Context: an optimization exercise on an open-source flow, tuned for small area, a short achievable clock period and few clock cycles per item. The choices shown serve that exercise and are no tape-out recipe. Function was checked by simulation only, so behaviour that the tests miss may differ from the original. Power is estimated from default activity; no workload was simulated.

==> design.v <==
`timescale 1ns / 1ps
`default_nettype none
module fpu_expand (
    input wire [31:0] i,
    output reg o_sign,
    output reg [8:0] o_exp,
    output reg [22:0] o_frac,
    output reg o_is_zero,
    output reg o_is_inf,
    output reg o_is_nan
);
    wire [7:0] i_exp = i[30:23];
    assign o_sign = i[31];
    assign o_exp = i_exp - 8'd127;
    assign o_frac = i[22:0];
    wire is_frac_zero = (o_frac == 23'd0);
    wire is_exp_zero = (i_exp == 8'd0);
    wire is_exp_max = (i_exp == 8'hff);
    assign o_is_zero = (is_exp_zero) && (is_frac_zero);
    assign o_is_inf = (is_exp_max) && (is_frac_zero);
    assign o_is_nan = (is_exp_max) && (!is_frac_zero);
endmodule
`timescale 1ns / 1ps
`default_nettype none
module fpu_rsh #(
    parameter WIDTH = 32,
    parameter SWIDTH = 5
) (
    input wire [WIDTH-1:0] data,
    input wire [SWIDTH-1:0] shamt,
    output reg [WIDTH-1:0] shifted
);
    reg [WIDTH-1:0] residual;
    integer i;
    always @(*) begin
        residual[0] = data[0];
        for (i = 1; i < WIDTH; i = i + 1) begin
            residual[i] = residual[i-1] | data[i];
        end
    end
    localparam SWIDTH_BOUNDED = $clog2(WIDTH);
    wire [SWIDTH_BOUNDED-1:0] shamt_bounded = shamt[SWIDTH_BOUNDED-1:0];
    assign shifted = (shamt >= WIDTH) ?
        {{(WIDTH - 1) {1'b0}}, residual[WIDTH-1]} : {data[WIDTH-1:1] >> shamt_bounded, residual[shamt_bounded]};
endmodule
`timescale 1ns / 1ps
`default_nettype none
module fpu_clz #(
    parameter WIDTH = 32,
    localparam SWIDTH = $clog2(WIDTH)
) (
    input wire [WIDTH-1:0] data,
    output reg [SWIDTH-1:0] count
);
    reg [WIDTH-1:0] reversed;
    integer i;
    always @(*) begin
        for (i = 0; i < WIDTH; i = i + 1) reversed[WIDTH-1-i] = data[i];
    end
    wire [WIDTH-1:0] reversed_lsb = reversed & (-reversed);
    /*verilator lint_off WIDTH*/
    always @(*) begin
        count = 0;
        for (i = 0; i < WIDTH; i = i + 1) count |= reversed_lsb[i] ? i : 0;
    end
    /*verilator lint_on WIDTH*/
endmodule
`timescale 1ns / 1ps
`default_nettype none
module fpu_fmul (
    input wire ven,   
    input wire i_valid,
    input wire [4:0] i_tag,
    input wire a_sign,
    input wire [8:0] a_exp,
    input wire [22:0] a_frac,
    input wire a_is_zero,
    input wire a_is_inf,
    input wire a_is_nan,
    input wire b_sign,
    input wire [8:0] b_exp,
    input wire [22:0] b_frac,
    input wire b_is_zero,
    input wire b_is_inf,
    input wire b_is_nan,
    output wire o_valid,
    output wire [4:0] o_tag,
    output wire o_sign,
    output wire [9:0] o_exp,
    output wire [46:0] o_frac,
    output wire o_is_zero,
    output wire o_is_inf,
    output wire o_is_nan,
    output wire invalid
);
    wire signed [9:0] x_exp = $signed(a_exp) + $signed(b_exp);
    wire [47:0] x_frac = {1'b1, a_frac} * {1'b1, b_frac};
    wire [9:0] x_exp_norm = x_exp + (x_frac[47] ? 10'd1 : 10'd0);
    wire [46:0] x_frac_norm = x_frac[47] ? x_frac[46:0] : {x_frac[45:0], 1'b0};
    wire a_is_snan = a_is_nan && a_frac[22];
    wire b_is_snan = b_is_nan && b_frac[22];
    wire invalid_int = a_is_snan || b_is_snan || ((a_is_inf || b_is_inf) && (a_is_zero || b_is_zero));
    assign invalid = invalid_int && ven;
    assign o_valid = i_valid;
    assign o_tag = i_tag;
    assign o_is_nan = a_is_nan || b_is_nan || invalid_int;
    assign o_is_inf = !o_is_nan && (a_is_inf || b_is_inf);
    assign o_is_zero = !o_is_nan && (a_is_zero || b_is_zero);
    assign o_sign = a_sign ^ b_sign;
    assign o_exp = x_exp_norm;   
    assign o_frac = x_frac_norm;
endmodule
`timescale 1ns / 1ps
`default_nettype none
module fpu_fadd (
    input wire ven,   
    input wire i_valid,
    input wire [4:0] i_tag,
    input wire a_sign,
    input wire [9:0] a_exp,
    input wire [24:0] a_frac,
    input wire a_is_zero,
    input wire a_is_inf,
    input wire a_is_nan,
    input wire b_sign,
    input wire [9:0] b_exp,
    input wire [24:0] b_frac,
    input wire b_is_zero,
    input wire b_is_inf,
    input wire b_is_nan,
    output wire o_valid,
    output wire [4:0] o_tag,
    output wire o_sign,
    output wire [10:0] o_exp,
    output wire [24:0] o_frac,
    output wire o_is_zero,
    output wire o_is_inf,
    output wire o_is_nan,
    output wire invalid
);
    wire signed [10:0] exp_diff = $signed(a_exp) - $signed(b_exp);
    wire signed [10:0] neg_exp_diff = -exp_diff;
    wire [25:0] a_frac_ext = {1'b1, a_frac};
    wire [25:0] b_frac_ext = {1'b1, b_frac};
    wire [25:0] a_frac_shifted;
    wire [25:0] b_frac_shifted;
    fpu_rsh #(
        .WIDTH(26),
        .SWIDTH(11)
    ) rsh_a (   
        .data(a_frac_ext),
        .shamt(neg_exp_diff),
        .shifted(a_frac_shifted)
    );
    fpu_rsh #(
        .WIDTH(26),
        .SWIDTH(11)
    ) rsh_b (   
        .data(b_frac_ext),
        .shamt(exp_diff),
        .shifted(b_frac_shifted)
    );
    wire swap_operand = (exp_diff < 0) || ((exp_diff == 0) && (a_frac < b_frac));
    wire [25:0] aa_frac_norm = swap_operand ? b_frac_ext : a_frac_ext;
    wire [25:0] bb_frac_norm = swap_operand ? a_frac_shifted : b_frac_shifted;
    wire same_sign = a_sign == b_sign;
    wire [26:0] frac_sum = same_sign ? (aa_frac_norm + bb_frac_norm) : (aa_frac_norm - bb_frac_norm);
    wire [25:0] frac_sum_truncate = {frac_sum[26:2], frac_sum[1] | frac_sum[0]};
    wire [4:0] frac_shamt;
    fpu_clz #(
        .WIDTH(26)
    ) clz (
        .data(frac_sum_truncate),
        .count(frac_shamt)
    );
    wire [25:0] frac_norm = frac_sum_truncate << frac_shamt;
    wire frac_norm_is_zero = frac_norm == 0;
    wire [10:0] exp_norm = (swap_operand ? b_exp : a_exp) + 1 - frac_shamt;
    wire a_is_snan = a_is_nan && a_frac[22];
    wire b_is_snan = b_is_nan && b_frac[22];
    wire invalid_int = a_is_snan || b_is_snan || (a_is_inf && b_is_inf && !same_sign);
    assign invalid = invalid_int && ven;
    assign o_valid = i_valid;
    assign o_tag = i_tag;
    assign o_sign = a_is_zero ? b_sign : b_is_zero ? a_sign : frac_norm_is_zero ? 1'b0 : swap_operand ? b_sign : a_sign;
    assign o_exp = a_is_zero ? b_exp : b_is_zero ? a_exp : exp_norm;
    assign o_frac = a_is_zero ? b_frac : b_is_zero ? a_frac : frac_norm[24:0];   
    assign o_is_zero = !o_is_nan && ((a_is_zero && b_is_zero) || (frac_norm_is_zero));
    assign o_is_inf = a_is_inf || b_is_inf;   
    assign o_is_nan = a_is_nan || b_is_nan;
endmodule
`timescale 1ns / 1ps
`default_nettype none
module fpu_fcmp (
    input wire ven,
    input wire i_valid,
    input wire a_sign,
    input wire [7:0] a_exp,
    input wire [22:0] a_frac,
    input wire a_is_zero,
    input wire a_is_inf,
    input wire a_is_nan,
    input wire b_sign,
    input wire [7:0] b_exp,
    input wire [22:0] b_frac,
    input wire b_is_zero,
    input wire b_is_inf,
    input wire b_is_nan,
    output wire eq,
    output wire gt,
    output wire invalid,
    output wire unordered
);
    wire exp_eq = a_exp == b_exp;
    wire exp_gt = a_exp > b_exp;
    wire frac_eq = a_frac == b_frac;
    wire frac_gt = a_frac > b_frac;
    wire exp_frac_eq = exp_eq && frac_eq;
    wire exp_frac_gt = exp_gt && frac_gt;
    reg cmp_eq;
    reg cmp_gt;
    always @(*) begin
        cmp_eq = 1'b0;
        cmp_gt = 1'b0;
        if (a_is_zero && b_is_zero) begin
            cmp_eq = 1'b1;
        end else if (a_is_zero) begin
            cmp_gt = b_sign;
        end else if (b_is_zero) begin
            cmp_gt = !a_sign;
        end else if (a_sign != b_sign) begin
            cmp_gt = b_sign;
        end else if (a_is_inf && b_is_inf) begin
            cmp_eq = a_sign == b_sign;
            cmp_gt = a_sign && !b_sign;
        end else if (a_is_inf) begin
            cmp_gt = !a_sign;
        end else if (b_is_inf) begin
            cmp_gt = b_sign;
        end else if (exp_frac_eq) begin
            cmp_eq = 1'b1;
        end else begin
            cmp_gt = exp_frac_gt ^ b_sign;
        end
    end
    wire a_is_snan = a_is_nan && a_frac[22];
    wire b_is_snan = b_is_nan && b_frac[22];
    assign invalid = (a_is_snan || b_is_snan) && ven & i_valid;
    assign unordered = (a_is_nan || b_is_nan) & i_valid;
    assign eq = cmp_eq & i_valid;
    assign gt = cmp_gt & i_valid;
endmodule
`timescale 1ns / 1ps
`default_nettype none
module fpu_round (
    input wire rm,
    input wire i_sign,
    input wire [10:0] i_exp,
    input wire [24:0] i_frac,
    input wire i_is_zero,
    input wire i_is_inf,
    input wire i_is_nan,
    output wire [31:0] o_val,
    output reg overflow,
    output reg underflow,
    output reg inexact
);
    wire signed [11:0] exp_biased = $signed(i_exp) + $signed(11'd127);
    reg o_sign;
    reg [7:0] o_exp;
    reg [22:0] o_frac;
    always @(*) begin
        overflow = 1'b0;
        underflow = 1'b0;
        inexact = 1'b0;
        o_sign = i_sign;
        o_exp = exp_biased[7:0];
        o_frac = i_frac[24:2];
        if (i_is_zero || i_is_inf) begin
        end else if (i_is_nan) begin
            o_exp = 8'hff;
            o_frac = 23'h3fffff;
        end else if (exp_biased[11:8] != 0) begin
            overflow = 1'b1;
            inexact = 1'b1;   
            o_exp = 8'hff;
            o_frac = 23'd0;
        end else if ((o_frac == 23'd0) && (i_frac[1:0] != 0)) begin
            inexact = 1'b1;
            if (o_exp == 8'd127) begin
                underflow = 1'b1;
            end
        end
    end
    assign o_val = {o_sign, o_exp, o_frac};
endmodule
`timescale 1ns / 1ps
`default_nettype none
module fpu_fma (
    input wire clk,
    input wire rst,
    input wire ven,
    input wire i_valid,
    input wire [4:0] i_tag,
    input wire a_sign,
    input wire [8:0] a_exp,
    input wire [22:0] a_frac,
    input wire a_is_zero,
    input wire a_is_inf,
    input wire a_is_nan,
    input wire b_sign,
    input wire [8:0] b_exp,
    input wire [22:0] b_frac,
    input wire b_is_zero,
    input wire b_is_inf,
    input wire b_is_nan,
    input wire c_sign,
    input wire [8:0] c_exp,
    input wire [22:0] c_frac,
    input wire c_is_zero,
    input wire c_is_inf,
    input wire c_is_nan,
    output reg o_valid,
    output reg [4:0] o_tag,
    output reg o_sign,
    output reg [10:0] o_exp,
    output reg [24:0] o_frac,
    output reg o_is_zero,
    output reg o_is_inf,
    output reg o_is_nan,
    output wire invalid
);
    wire mul_invalid;
    wire mul_o_sign;
    wire [9:0] mul_o_exp;
    wire [46:0] mul_o_frac;
    wire mul_o_is_zero;
    wire mul_o_is_inf;
    wire mul_o_is_nan;
    wire mul_o_valid;
    wire [4:0] mul_o_tag;
    fpu_fmul fmul (
        .ven(ven),
        .i_valid(i_valid),
        .i_tag(i_tag),
        .a_sign(a_sign),
        .a_exp(a_exp),
        .a_frac(a_frac),
        .a_is_zero(a_is_zero),
        .a_is_inf(a_is_inf),
        .a_is_nan(a_is_nan),
        .b_sign(b_sign),
        .b_exp(b_exp),
        .b_frac(b_frac),
        .b_is_zero(b_is_zero),
        .b_is_inf(b_is_inf),
        .b_is_nan(b_is_nan),
        .o_valid(mul_o_valid),
        .o_tag(mul_o_tag),
        .o_sign(mul_o_sign),
        .o_exp(mul_o_exp),
        .o_frac(mul_o_frac),
        .o_is_zero(mul_o_is_zero),
        .o_is_inf(mul_o_is_inf),
        .o_is_nan(mul_o_is_nan),
        .invalid(mul_invalid)
    );
    reg adder_a_sign;
    reg [9:0] adder_a_exp;
    reg [24:0] adder_a_frac;
    reg adder_a_is_zero;
    reg adder_a_is_inf;
    reg adder_a_is_nan;
    reg adder_b_sign;
    reg [9:0] adder_b_exp;
    reg [24:0] adder_b_frac;
    reg adder_b_is_zero;
    reg adder_b_is_inf;
    reg adder_b_is_nan;
    reg adder_i_valid;
    reg [4:0] adder_i_tag;
    always @(posedge clk) begin
        adder_i_valid <= mul_o_valid;
        if (mul_o_valid) begin
            adder_a_sign <= mul_o_sign;
            adder_a_exp <= mul_o_exp;
            adder_a_frac <= {mul_o_frac[46:23], |mul_o_frac[22:0]};
            adder_a_is_zero <= mul_o_is_zero;
            adder_a_is_inf <= mul_o_is_inf;
            adder_a_is_nan <= mul_o_is_nan;
            adder_b_sign <= c_sign;
            adder_b_exp <= {c_exp[8], c_exp};
            adder_b_frac <= {c_frac, 2'b0};
            adder_b_is_zero <= c_is_zero;
            adder_b_is_inf <= c_is_inf;
            adder_b_is_nan <= c_is_nan;
            adder_i_tag <= mul_o_tag;
        end
        if (rst) begin
            adder_i_valid <= 1'b0;
        end
    end
    wire adder_o_valid;
    wire [4:0] adder_o_tag;
    wire adder_o_sign;
    wire [10:0] adder_o_exp;
    wire [24:0] adder_o_frac;
    wire adder_o_is_zero;
    wire adder_o_is_inf;
    wire adder_o_is_nan;
    wire adder_invalid;
    fpu_fadd fadd (
        .ven(ven),
        .i_valid(adder_i_valid),
        .i_tag(adder_i_tag),
        .a_sign(adder_a_sign),
        .a_exp(adder_a_exp),
        .a_frac(adder_a_frac),
        .a_is_zero(adder_a_is_zero),
        .a_is_inf(adder_a_is_inf),
        .a_is_nan(adder_a_is_nan),
        .b_sign(adder_b_sign),
        .b_exp(adder_b_exp),
        .b_frac(adder_b_frac),
        .b_is_zero(adder_b_is_zero),
        .b_is_inf(adder_b_is_inf),
        .b_is_nan(adder_b_is_nan),
        .o_valid(adder_o_valid),
        .o_tag(adder_o_tag),
        .o_sign(adder_o_sign),
        .o_exp(adder_o_exp),
        .o_frac(adder_o_frac),
        .o_is_zero(adder_o_is_zero),
        .o_is_inf(adder_o_is_inf),
        .o_is_nan(adder_o_is_nan),
        .invalid(adder_invalid)
    );
    always @(posedge clk) begin
        o_valid <= adder_o_valid;
        if (adder_o_valid) begin
            o_sign <= adder_o_sign;
            o_exp <= adder_o_exp;
            o_frac <= adder_o_frac;
            o_is_zero <= adder_o_is_zero;
            o_is_inf <= adder_o_is_inf;
            o_is_nan <= adder_o_is_nan;
            o_tag <= adder_o_tag;
        end
        if (rst) begin
            o_valid <= 1'b0;
        end
    end
    assign invalid = adder_invalid;   
endmodule
`timescale 1ns / 1ps
`default_nettype none
module fpu (
    input wire clk,
    input wire rst,
    input wire [31:0] fpscr,
    input wire in_valid,
    input wire [15:0] in_raw,
    input wire [3:0] in_fop,
    input wire [31:0] in_frl,
    input wire [31:0] in_frh,
    input wire [31:0] in_fr0,
    output reg out_valid,
    output reg out_t,
    output reg out_t_wen,
    output reg [31:0] out_fpul,
    output reg out_fpul_wen,
    output reg out_wen,
    output reg [3:0] out_wdst,
    output reg out_wbank,
    output reg [31:0] out_wdata
);
    wire fpscr_fr = fpscr[21];
    wire fpscr_v_en = fpscr[11];
    wire fpscr_rm = fpscr[0];
    wire [3:0] rn = in_raw[11:8];
    wire in_l_sign;
    wire [8:0] in_l_exp;
    wire [22:0] in_l_frac;
    wire in_l_is_zero;
    wire in_l_is_inf;
    wire in_l_is_nan;
    wire in_h_sign;
    wire [8:0] in_h_exp;
    wire [22:0] in_h_frac;
    wire in_h_is_zero;
    wire in_h_is_inf;
    wire in_h_is_nan;
    wire in_0_sign;
    wire [8:0] in_0_exp;
    wire [22:0] in_0_frac;
    wire in_0_is_zero;
    wire in_0_is_inf;
    wire in_0_is_nan;
    fpu_expand expand_l (
        .i(in_frl),
        .o_sign(in_l_sign),
        .o_exp(in_l_exp),
        .o_frac(in_l_frac),
        .o_is_zero(in_l_is_zero),
        .o_is_inf(in_l_is_inf),
        .o_is_nan(in_l_is_nan)
    );
    fpu_expand expand_h (
        .i(in_frh),
        .o_sign(in_h_sign),
        .o_exp(in_h_exp),
        .o_frac(in_h_frac),
        .o_is_zero(in_h_is_zero),
        .o_is_inf(in_h_is_inf),
        .o_is_nan(in_h_is_nan)
    );
    fpu_expand expand_0 (
        .i(in_fr0),
        .o_sign(in_0_sign),
        .o_exp(in_0_exp),
        .o_frac(in_0_frac),
        .o_is_zero(in_0_is_zero),
        .o_is_inf(in_0_is_inf),
        .o_is_nan(in_0_is_nan)
    );
    wire const_zero_sign;
    wire [8:0] const_zero_exp;
    wire [22:0] const_zero_frac;
    wire const_zero_is_zero;
    wire const_zero_is_inf;
    wire const_zero_is_nan;
    wire const_one_sign;
    wire [8:0] const_one_exp;
    wire [22:0] const_one_frac;
    wire const_one_is_zero;
    wire const_one_is_inf;
    wire const_one_is_nan;
    fpu_expand const_zero_expand (
        .i(32'h00000000),
        .o_sign(const_zero_sign),
        .o_exp(const_zero_exp),
        .o_frac(const_zero_frac),
        .o_is_zero(const_zero_is_zero),
        .o_is_inf(const_zero_is_inf),
        .o_is_nan(const_zero_is_nan)
    );
    fpu_expand const_one_expand (
        .i(32'h3f800000),
        .o_sign(const_one_sign),
        .o_exp(const_one_exp),
        .o_frac(const_one_frac),
        .o_is_zero(const_one_is_zero),
        .o_is_inf(const_one_is_inf),
        .o_is_nan(const_one_is_nan)
    );
    reg fma_i_valid;
    reg [4:0] fma_i_tag;
    reg fma_a_sign;
    reg [8:0] fma_a_exp;
    reg [22:0] fma_a_frac;
    reg fma_a_is_zero;
    reg fma_a_is_inf;
    reg fma_a_is_nan;
    reg fma_b_sign;
    reg [8:0] fma_b_exp;
    reg [22:0] fma_b_frac;
    reg fma_b_is_zero;
    reg fma_b_is_inf;
    reg fma_b_is_nan;
    reg fma_c_sign;
    reg [8:0] fma_c_exp;
    reg [22:0] fma_c_frac;
    reg fma_c_is_zero;
    reg fma_c_is_inf;
    reg fma_c_is_nan;
    wire fma_o_valid;
    wire [4:0] fma_o_tag;
    wire fma_o_sign;
    wire [10:0] fma_o_exp;
    wire [24:0] fma_o_frac;
    wire fma_o_is_zero;
    wire fma_o_is_inf;
    wire fma_o_is_nan;
    wire fma_invalid;
    fpu_fma fpu_fma (
        .clk(clk),
        .rst(rst),
        .ven(fpscr_v_en),
        .i_valid(fma_i_valid),
        .i_tag(fma_i_tag),
        .a_sign(fma_a_sign),
        .a_exp(fma_a_exp),
        .a_frac(fma_a_frac),
        .a_is_zero(fma_a_is_zero),
        .a_is_inf(fma_a_is_inf),
        .a_is_nan(fma_a_is_nan),
        .b_sign(fma_b_sign),
        .b_exp(fma_b_exp),
        .b_frac(fma_b_frac),
        .b_is_zero(fma_b_is_zero),
        .b_is_inf(fma_b_is_inf),
        .b_is_nan(fma_b_is_nan),
        .c_sign(fma_c_sign),
        .c_exp(fma_c_exp),
        .c_frac(fma_c_frac),
        .c_is_zero(fma_c_is_zero),
        .c_is_inf(fma_c_is_inf),
        .c_is_nan(fma_c_is_nan),
        .o_valid(fma_o_valid),
        .o_tag(fma_o_tag),
        .o_sign(fma_o_sign),
        .o_exp(fma_o_exp),
        .o_frac(fma_o_frac),
        .o_is_zero(fma_o_is_zero),
        .o_is_inf(fma_o_is_inf),
        .o_is_nan(fma_o_is_nan),
        .invalid(fma_invalid)
    );
    wire fma_overflow;
    wire fma_underflow;
    wire fma_inexact;
    wire [31:0] fma_rounded;
    fpu_round fma_round (
        .rm(fpscr_rm),
        .i_sign(fma_o_sign),
        .i_exp(fma_o_exp),
        .i_frac(fma_o_frac),
        .i_is_zero(fma_o_is_zero),
        .i_is_inf(fma_o_is_inf),
        .i_is_nan(fma_o_is_nan),
        .o_val(fma_rounded),
        .overflow(fma_overflow),
        .underflow(fma_underflow),
        .inexact(fma_inexact)
    );
    reg fcmp_i_valid;
    wire fcmp_eq;
    wire fcmp_gt;
    wire fcmp_invalid;
    wire fcmp_unordered;
    fpu_fcmp fpu_fcmp (
        .ven(fpscr_v_en),
        .i_valid(fcmp_i_valid),
        .a_sign(in_h_sign),
        .a_exp(in_h_exp),
        .a_frac(in_h_frac),
        .a_is_zero(in_h_is_zero),
        .a_is_inf(in_h_is_inf),
        .a_is_nan(in_h_is_nan),
        .b_sign(in_l_sign),
        .b_exp(in_l_exp),
        .b_frac(in_l_frac),
        .b_is_zero(in_l_is_zero),
        .b_is_inf(in_l_is_inf),
        .b_is_nan(in_l_is_nan),
        .eq(fcmp_eq),
        .gt(fcmp_gt),
        .invalid(fcmp_invalid),
        .unordered(fcmp_unordered)
    );
    always @(*) begin
        fma_i_valid = 1'b0;
        fma_i_tag = {fpscr_fr, rn};
        fma_a_sign = const_zero_sign;
        fma_a_exp = const_zero_exp;
        fma_a_frac = const_zero_frac;
        fma_a_is_zero = const_zero_is_zero;
        fma_a_is_inf = const_zero_is_inf;
        fma_a_is_nan = const_zero_is_nan;
        fma_b_sign = const_one_sign;
        fma_b_exp = const_one_exp;
        fma_b_frac = const_one_frac;
        fma_b_is_zero = const_one_is_zero;
        fma_b_is_inf = const_one_is_inf;
        fma_b_is_nan = const_one_is_nan;
        fma_c_sign = const_zero_sign;
        fma_c_exp = const_zero_exp;
        fma_c_frac = const_zero_frac;
        fma_c_is_zero = const_zero_is_zero;
        fma_c_is_inf = const_zero_is_inf;
        fma_c_is_nan = const_zero_is_nan;
        out_t = 1'bx;
        out_t_wen = 1'b0;
        fcmp_i_valid = 1'b0;
        if (in_valid) begin
            case (in_fop)
                4'd0: begin
                    fma_i_valid = 1'b1;
                    fma_a_sign = in_h_sign;
                    fma_a_exp = in_h_exp;
                    fma_a_frac = in_h_frac;
                    fma_a_is_zero = in_h_is_zero;
                    fma_a_is_inf = in_h_is_inf;
                    fma_a_is_nan = in_h_is_nan;
                    fma_c_sign = in_l_sign;
                    fma_c_exp = in_l_exp;
                    fma_c_frac = in_l_frac;
                    fma_c_is_zero = in_l_is_zero;
                    fma_c_is_inf = in_l_is_inf;
                    fma_c_is_nan = in_l_is_nan;
                end
                4'd1: begin
                    fcmp_i_valid = 1'b1;
                    out_t = fcmp_eq;
                    out_t_wen = 1'b1;
                end
                4'd2: begin
                    fcmp_i_valid = 1'b1;
                    out_t = fcmp_gt;
                    out_t_wen = 1'b1;
                end
                4'd3: begin
                end
                4'd4: begin
                end
                4'd5: begin
                    fma_i_valid = 1'b1;
                    fma_a_sign = in_0_sign;
                    fma_a_exp = in_0_exp;
                    fma_a_frac = in_0_frac;
                    fma_a_is_zero = in_0_is_zero;
                    fma_a_is_inf = in_0_is_inf;
                    fma_a_is_nan = in_0_is_nan;
                    fma_b_sign = in_l_sign;
                    fma_b_exp = in_l_exp;
                    fma_b_frac = in_l_frac;
                    fma_b_is_zero = in_l_is_zero;
                    fma_b_is_inf = in_l_is_inf;
                    fma_b_is_nan = in_l_is_nan;
                    fma_c_sign = in_h_sign;
                    fma_c_exp = in_h_exp;
                    fma_c_frac = in_h_frac;
                    fma_c_is_zero = in_h_is_zero;
                    fma_c_is_inf = in_h_is_inf;
                    fma_c_is_nan = in_h_is_nan;
                end
                4'd6: begin
                    fma_i_valid = 1'b1;
                    fma_a_sign = in_h_sign;
                    fma_a_exp = in_h_exp;
                    fma_a_frac = in_h_frac;
                    fma_a_is_zero = in_h_is_zero;
                    fma_a_is_inf = in_h_is_inf;
                    fma_a_is_nan = in_h_is_nan;
                    fma_b_sign = in_l_sign;
                    fma_b_exp = in_l_exp;
                    fma_b_frac = in_l_frac;
                    fma_b_is_zero = in_l_is_zero;
                    fma_b_is_inf = in_l_is_inf;
                    fma_b_is_nan = in_l_is_nan;
                    fma_c_sign = fma_a_sign ^ fma_b_sign;   
                end
                4'd7: begin
                end
                4'd8: begin
                    fma_i_valid = 1'b1;
                    fma_a_sign = in_h_sign;
                    fma_a_exp = in_h_exp;
                    fma_a_frac = in_h_frac;
                    fma_a_is_zero = in_h_is_zero;
                    fma_a_is_inf = in_h_is_inf;
                    fma_a_is_nan = in_h_is_nan;
                    fma_c_sign = in_l_sign;
                    fma_c_exp = in_l_exp;
                    fma_c_frac = in_l_frac;
                    fma_c_is_zero = in_l_is_zero;
                    fma_c_is_inf = in_l_is_inf;
                    fma_c_is_nan = in_l_is_nan;
                    fma_c_sign = !fma_c_sign;   
                end
                4'd9: begin
                end
                4'd10: begin
                end
                4'd11: begin
                end
                4'd12: begin
                end
                4'd13: begin
                end
                default: begin
                end
            endcase
        end
    end
    always @(*) begin
        out_fpul_wen = 1'b0;
        out_fpul = 32'b0;
        out_valid = fma_o_valid;
        out_wen = 1'b1;
        out_wdst = fma_o_tag[3:0];
        out_wbank = fma_o_tag[4];
        out_wdata = fma_rounded;
    end
endmodule
==> run.sh <==
#!/bin/bash
# synth_recipe.tcl (not shown) runs the flow's synth.tcl, then flattens the netlist and writes it again
# the make line also repeats each setting of config.mk as NAME=value (left out here)
make -C /OpenROAD-flow-scripts/flow DESIGN_CONFIG=/design/flow/config.mk WORK_HOME=/design/flow/orfs CLKGATE_MAP_FILE= SYNTH_SCRIPT=/design/flow/synth_recipe.tcl finish
==> config.mk <==
export PLATFORM = sky130hd
export DESIGN_NAME = fpu
export DESIGN_NICKNAME = fpu
export VERILOG_FILES = /design/flow/design.v
export SDC_FILE = /design/flow/constraint.sdc
export NUM_CORES = 4
export LEC_CHECK = 0
export CAP_MARGIN = 20
export CORE_MARGIN = 2
export CORE_UTILIZATION = 40
export PLACE_DENSITY = 0.6
export SLEW_MARGIN = 20
==> constraint.sdc <==
create_clock -name core_clock -period 25.0 [get_ports {clk}]
set_input_delay 5.0000 -clock core_clock [delete_from_list [all_inputs] [get_ports {clk}]]
set_output_delay 5.0000 -clock core_clock [all_outputs]
set_load 0.01 [all_outputs]
==> metrics.yaml, run 1 <==
row_count: 108
fin_crit_sh: 0.713
swShare: 0.507
dp.cells: 5425
cts_tree: "done"
r2r_end: "fpu_fma.o_exp[9]"
whs_endpoint: "fpu_fma.o_tag[1]"
core_um2: 86900
p_clk_frac: 0.153
slowest_stage: "inv_1"
cts_hold_buf: 0
dpl.hpwl_mm: 104
netlist_area_um2: 35200
dieArea_um2: 90300
power_frac_seq: 0.166
via_per_inst: 5.72
hold_ws_ns: 0.421
outcome: "no timing/DRC/antenna violations"
seqCellArea_um2: 3730
cts_made_buffers: 17
ant_nets: 0
reg2reg_depth: 47
finalNetCount: 5225
hold_depth: 0
pre_cts_ws_ns: 6.83
max_freq_mhz: 56.1
drc: 0
fill_cells: 8779
drv_cap: 0
cp_common_cell: "fa_1"
synth.top_cell.area_share: 0.277
synth_ff_type: "edfxtp_1"
cp-end-kind: "flop"
hold_viol: 0
drv_slew: 0
die_x_um: 300
pwr-share-comb: 0.681
p_switching_uw: 829
routedWlPerCell_um: 23.3
path_class: "in -> reg"
io_buffers: 147
drive_above_1_share: 0.0567
start_kind: "primary input"
ys.warnings.count: 15
cp.arrival_ns: 18.02
grt_pass1_vias: 31000
syn_to_final_growth_pct: 9.04
hp-start: "fpu_fma.adder_i_tag[1]"
cp.required_ns: 25.19
wirelength_mm: 127
r2r_setup_slack_ns: 11.75
multiInputGateArea_um2: 28100
async_reset_ff_frac: 0
post_cts_resized: 0
rsz0062_at_grt: "false"
max_slew.worst_pin.slew_ns: 1.22
routabilityCongestion: 1.02
clk_latency_ns: 0.44
synth_edf_count: 123
r2r-start: "fpu_fma.adder_a_exp[0]"
die_h_um: 300
setup_slack_ns: 7.17
final-setup-viol-count: 0
synth_cells: 4252
post_cts_buffers: 0
power.density_nw_per_um2: 42.7
hold_class: "reg -> reg"
clock_sink_count: 125
num_io_pins: 225
start_util: 0.405
cp_slowest_stage_delay_ns: 0.86
slew_headroom: 0.184
grt.total_usage: 0.281
clk_path_buf_depth: 2
drtPass1Iterations: 6
drt_iter0_markers: 3017
clkTransAtPathRegs_ns: 0.06
grt_pass1_wl_mm: 192
synth_area_leaders: "fa_1, ha_1, edfxtp_1"
yosysTopAreaCell: "fa_1"
layout_min_cycle_time_ns: 17.83
final_cells: 5461
finalSetupTns_ns: 0
intPower_uw: 808
cts_root_buffer: "clkbuf_16"
synth.distinct_cells: 109
leakage_uw: 0.0170
skew_ns: 0.0195
synth.avg_cell_area_um2: 8.27
ys_seq_area_frac: 0.106
grt_max_degree: 71
vdd_drop_max_v: 0.0000648
grt_antenna_before_repair: 10
crit_path_max_fanout: 23
grt-ovfl-total: 0
num_vias: 31200
h-tree-depth: 4
ys_seq_elements: 125
==> cell usage in the layout (no fill, tap or decap), types with 58 or more instances in the layout <==
cell,instances
nand2_1,614
clkdlybuf4s50_1,147
edfxtp_1,123
nor2_1,400
a21o_1,63
ha_1,296
o21ai_0,187
buf_4,72
inv_1,627
nor3_1,58
nand3_1,70
xnor2_1,78
a21oi_1,183
fa_1,487
mux2i_1,96
==> critical path, delay by kind of cell <==
| family | cells | cell delay, ns |
|---|---|---|
| xor gates and xnor gates | 2 | 0.65 |
| and+or+nand+nor | 10 | 1.73 |
| adders and majority gates | 10 | 4.40 |
| AOI/OAI and AO/OA | 15 | 3.91 |
| buffers and inverters | 8 | 2.30 |
==> cells by family after synthesis <==
| kind of cell | after synthesis | share of synthesized area |
|---|---|---|
| adder cells (fa/ha/maj) | 784 | 0.383 |
| flip-flops | 125 | 0.106 |
| AO/OA/AOI/OAI | 774 | 0.147 |
| multiplexers | 163 | 0.0540 |
| other | 2 | 0.000214 |
| AND/OR/NAND/NOR | 1403 | 0.176 |
| buffers and inverters | 864 | 0.0985 |
| XOR/XNOR | 137 | 0.0346 |
==> layout make-up <==
| type | count | share of cell area |
|---|---|---|
| antenna | 3 | 0.000196 |
| sequential | 125 | 0.0974 |
| clock buffer | 19 | 0.0116 |
| inverter | 631 | 0.0619 |
| clock inverter | 13 | 0.00402 |
| tap | 1155 | 0.0377 |
| timing repair buffer | 220 | 0.0529 |
| multi-input combinational | 3295 | 0.734 |
==> power by group through the flow <==
stage | sequential, µW | combinational [µW] | clock [µW]
finish | 272 | 1120 | 250
global placement | 275 | 1090 | 0
global route | 273 | 1200 | 264
detailed placement | 276 | 1080 | 0
CTS | 272 | 1090 | 255
floorplan | 270 | 760 | 0
==> synthesized netlist by cell type, types with 22 or more instances <==
cell type    n
a211oi_1    22
a21o_1      63
a21oi_1    183
a22o_1      28
a22oi_1     48
and2_1      23
and3_1      23
buf_1       22
buf_4       43
clkbuf_1   147
edfxtp_1   123
fa_1       487
ha_1       297
inv_1      628
mux2_2      50
mux2i_1     96
nand2_1    614
nand2b_1    33
nand3_1     70
nand4_1     29
nor2_1     403
nor2b_1     32
nor3_1      58
nor4_1      34
o211ai_1    22
o21ai_0    188
or3_1       22
xnor2_1     80
xor2_1      55
==> flip-flops by register name (all words and copies together) (netlist names) <==
register and cells:
fpu_fma.adder_a_exp 10, fpu_fma.adder_a_frac 25, fpu_fma.adder_a_is_inf 1, fpu_fma.adder_a_is_nan 1, fpu_fma.adder_a_is_zero 1, fpu_fma.adder_a_sign 1
fpu_fma.adder_b_exp 9, fpu_fma.adder_b_frac 23, fpu_fma.adder_b_is_inf 1, fpu_fma.adder_b_is_nan 1, fpu_fma.adder_b_is_zero 1, fpu_fma.adder_b_sign 1
fpu_fma.adder_i_tag 5, fpu_fma.adder_i_valid 1, fpu_fma.o_exp 11, fpu_fma.o_frac 23, fpu_fma.o_is_inf 1, fpu_fma.o_is_nan 1
fpu_fma.o_is_zero 1, fpu_fma.o_sign 1, fpu_fma.o_tag 5, fpu_fma.o_valid 1
==> through the flow <==
step | cell area [µm²] | total power (µW) | util
2_1_floorplan | 35300 | 1030 | -
5_1_grt | 38300 | 1740 | 0.441
3_5_place_dp | 37700 | 1360 | 0.434
3_3_place_gp | 37700 | 1360 | 0.434
6_report | 38300 | 1640 | 0.441
4_1_cts | 38300 | 1620 | 0.441
==> how the worst max path moves through the flow <==
stage	from	end	slack (ns)
2_1_floorplan	in_fop[2]	fpu_fma.adder_a_exp[8]	7.02
3_3_place_gp	in_fop[0]	fpu_fma.adder_a_exp[8]	6.96
3_5_place_dp	in_fop[0]	fpu_fma.adder_a_exp[8]	6.83
4_1_cts	in_fop[0]	fpu_fma.adder_a_exp[8]	7.28
5_1_grt	in_fop[0]	fpu_fma.adder_a_exp[8]	6.45
6_report	in_fop[0]	fpu_fma.adder_a_exp[8]	7.17
==> layer usage <==
metal	vias to the layer above	GRT usage	wire (µm)	share of wire
li1	14200	-	-	-
met1	15300	0.367	51300	0.40
met2	1435	0.449	57200	0.45
met3	303	0.0651	12300	0.096
met4	10	0.115	6230	0.049
met5	-	0	70	0.00055
Testbench counts, summed over its fixed seeds: cycles 4,104, ops 2,048.
==> run 2: changes to the inputs <==
--- a/design.v
+++ b/design.v
@@ -383,3 +383,3 @@
         adder_i_valid <= mul_o_valid;
-        if (mul_o_valid) begin
+        begin
             adder_a_sign <= mul_o_sign;
@@ -437,16 +437,11 @@
     );
-    always @(posedge clk) begin
-        o_valid <= adder_o_valid;
-        if (adder_o_valid) begin
-            o_sign <= adder_o_sign;
-            o_exp <= adder_o_exp;
-            o_frac <= adder_o_frac;
-            o_is_zero <= adder_o_is_zero;
-            o_is_inf <= adder_o_is_inf;
-            o_is_nan <= adder_o_is_nan;
-            o_tag <= adder_o_tag;
-        end
-        if (rst) begin
-            o_valid <= 1'b0;
-        end
+    always @(*) begin
+        o_valid = adder_i_valid;
+        o_sign = adder_o_sign;
+        o_exp = adder_o_exp;
+        o_frac = adder_o_frac;
+        o_is_zero = adder_o_is_zero;
+        o_is_inf = adder_o_is_inf;
+        o_is_nan = adder_o_is_nan;
+        o_tag = adder_o_tag;
     end
==> run 2 against run 1 <==
  * Power fell by 43%
  * Clock-buffer cell count is 10 lower
  * Core utilization down 0.51 points
  * Worst setup slack worse by 3.2 ns
  * Largest power group unchanged
  * Critical path type is now reg -> out
  * Critical path depth rose by 8
  * Via count down 1.6%
  * Combinational power shrank 41%
  * Flip-flop and latch count decreased by 44
  * Routed wire length shrank 6.1%
  * Still clean
  * Die area decreased by 6.1%
  * Final area decreased by 6.9%
  * Worst hold slack gained 4.7 ns
==> metrics.yaml, run 2 <==
pwr-share-comb: 0.701
post_cts_resized: 0
hp-start: "in_raw[11]"
slowest_stage: "a211oi_4"
ys_seq_area_frac: 0.0492
dp.cells: 5316
syn_to_final_growth_pct: 8.24
slew_headroom: 0.167
max_freq_mhz: 47.5
cts_root_buffer: "clkbuf_16"
synth_ff_type: "dfxtp_1"
grt.total_usage: 0.283
largest_reg_flops: 25
grt_pass1_wl_mm: 184
wirelength_mm: 119
h-tree-depth: 3
die_h_um: 291
drc: 0
cp-end-kind: "output pin"
layout_commonest_cell: "nand2_1"
vdd_drop_max_v: 0.0000371
final_cells: 5339
grt_pass1_vias: 30700
max_slew.worst_pin.slew_ns: 1.25
yosysTopAreaCell: "fa_1"
final-setup-viol-count: 0
final_cell_mix: "nand2_1, inv_1, fa_1"
leakage_uw: 0.0160
outcome: "no timing/DRC/antenna violations"
drv_cap: 0
finalNetCount: 5194
die_x_um: 291
ys.warnings.count: 15
grt_antenna_before_repair: 7
synth.avg_cell_area_um2: 7.77
netlist_area_um2: 33000
top_register: "fpu_fma.adder_a_frac"
num_io_pins: 225
grt_max_degree: 60
cp_common_cell: "ha_1"
clkTransAtPathRegs_ns: 0.07
swShare: 0.533
crit_path_max_fanout: 49
power_frac_seq: 0.158
cp.arrival_ns: 16.05
dieArea_um2: 84700
cts_made_buffers: 9
async_reset_ff_frac: 0
cp_slowest_stage_delay_ns: 0.80
cts_hold_buf: 0
synth_edf_count: 0
synth_cells: 4241
via_per_inst: 5.75
start_util: 0.403
synth_area_leaders: "fa_1, ha_1, nand2_1"
row_count: 105
drtPass1Iterations: 6
hold_viol: 0
finalSetupTns_ns: 0
clock_sink_count: 81
cp.required_ns: 20.00
synth.distinct_cells: 99
fin_crit_sh: 0.842
path_class: "reg -> out"
ant_nets: 0
core_um2: 81800
layout_min_cycle_time_ns: 21.05
p_switching_uw: 501
post_cts_buffers: 0
routabilityCongestion: 1.01
io_buffers: 147
drt_iter0_markers: 2624
num_vias: 30700
clk_path_buf_depth: 2
routedWlPerCell_um: 22.4
intPower_uw: 439
drv_slew: 0
drive_above_1_share: 0.0467
grt-ovfl-total: 0
yosysMostFrequentCell: "nand2_1"
yosys-top-cells-count: "nand2_1, inv_1, fa_1"
hold_depth: 1
start_kind: "flop"
dpl.hpwl_mm: 96.1
reg_top3: "fpu_fma.adder_a_frac: 25 flops, fpu_fma.adder_b_frac: 23 flops, fpu_fma.adder_a_exp: 10 flops"
hold_class: "in -> reg"
p_clk_frac: 0.141
synth.top_cell.area_share: 0.296
whs_endpoint: "fpu_fma.adder_i_tag[3]"
rsz0062_at_grt: "false"
cts_tree: "done"
ys_seq_elements: 81
power.density_nw_per_um2: 26.3
[run 2: power by group through the flow]
stage	Sequential, µW	Combinational [µW]	Clock (µW)
2_1_floorplan	145	445	0
3_3_place_gp	151	636	0
3_5_place_dp	151	636	0
4_1_cts	148	640	137
5_1_grt	149	711	141
6_report	149	658	132
[run 2: worst max-delay path by stage]
stage / cells after the start / startpoint / end / slack (ns)
CTS: 56 / fpu_fma.adder_b_exp[0] / out_wdata[15] / 4.15
global route: 54 / fpu_fma.adder_b_exp[0] / out_wdata[15] / 2.90
finish: 53 / fpu_fma.adder_b_exp[0] / out_wdata[15] / 3.95
floorplan: 55 / fpu_fma.adder_a_exp[0] / out_wdata[18] / 8.39
detailed placement: 56 / fpu_fma.adder_b_exp[0] / out_wdata[15] / 4.57
global placement: 56 / fpu_fma.adder_b_exp[0] / out_wdata[15] / 4.59
[run 2: through the flow]
stage / power (µW) / instance area [µm²] / utilization / setup slack, ns / hold slack [ns]
2_1_floorplan: 589 / 33100 / - / 8.39 / 5.03
3_3_place_gp: 787 / 35300 / 0.432 / 4.59 / 5.45
3_5_place_dp: 788 / 35400 / 0.432 / 4.57 / 5.45
4_1_cts: 925 / 35700 / 0.436 / 4.15 / 5.05
5_1_grt: 1000 / 35700 / 0.436 / 2.90 / 5.06
6_report: 940 / 35700 / 0.436 / 3.95 / 5.08
[run 2: critical path, delay by kind of cell, from the launching register on]
kind | cells | cell delay (ns)
adders and majority gates | 8 | 2.75
xor gates and xnor gates | 3 | 0.59
DFF | 1 | 0.37
muxes | 1 | 0.20
and+or+nand+nor | 15 | 4.22
AOI/OAI and AO/OA | 19 | 5.15
buffers and inverters | 7 | 2.36
[run 2: cells by family (layout without fill, tap and decap cells)]
group,count (synthesis),in the layout,share of synthesized area
other,2,39,0.000228
AND/OR/NAND/NOR,1425,1425,0.188
buffers and inverters,889,880,0.108
XOR/XNOR,131,131,0.0357
adder cells (fa/ha/maj),784,784,0.408
multiplexers,123,123,0.0470
AO/OA/AOI/OAI,806,806,0.164
flip-flops,81,81,0.0492
[run 2: cell type report]
| cell class | count | area, µm² |
|---|---|---|
| tap | 1070 | 1340 |
| timing repair buffer | 224 | 2050 |
| sequential | 81 | 1620 |
| fill | 8345 | 46200 |
| inverter | 640 | 2410 |
| antenna | 5 | 12.5 |
| clock buffer | 9 | 225 |
| clock inverter | 7 | 76.3 |
| multi-input combinational | 3303 | 28000 |
[run 2: per-layer routing]
metal  routed length [µm]  GRT usage
met1                48600      0.368
met2                54100      0.456
met3                 8710     0.0324
met4                 7950      0.163
met5                   13          0
Testbench counts of run 2, summed over its fixed seeds: cycles 2,056, ops 2,048.

-- re-timing with driven ports --
How much do the figures lean on ideal ports? The routed layouts below were timed once more, with nothing changed but the port constraints.
Step 1 assumes that a clkbuf_16 drives the clock port and a buf_2 every other input.
Step 2 adds t to the input delays and takes it off the output delays; t is the mean of the earliest and latest rising clock arrival at the registers after step 1. Input paths then give back, and output paths get back, about the clock's delay inside the block.
Three values: ideal, step 1, step 2; two values: the first two.
run	t, ns	setup WS [ns]	hold WS [ns]
run 1	0.482	7.169 / 7.190 / 6.708	0.421 / 0.421 / 0.421
run 2	0.407	3.948 / 3.896 / 4.304	5.076 / 5.048 / 5.456
After both steps every run listed still meets setup and hold. The setup slack of run 1, which loses most, moves by +0.021 ns with the drivers and by -0.461 ns with both steps.
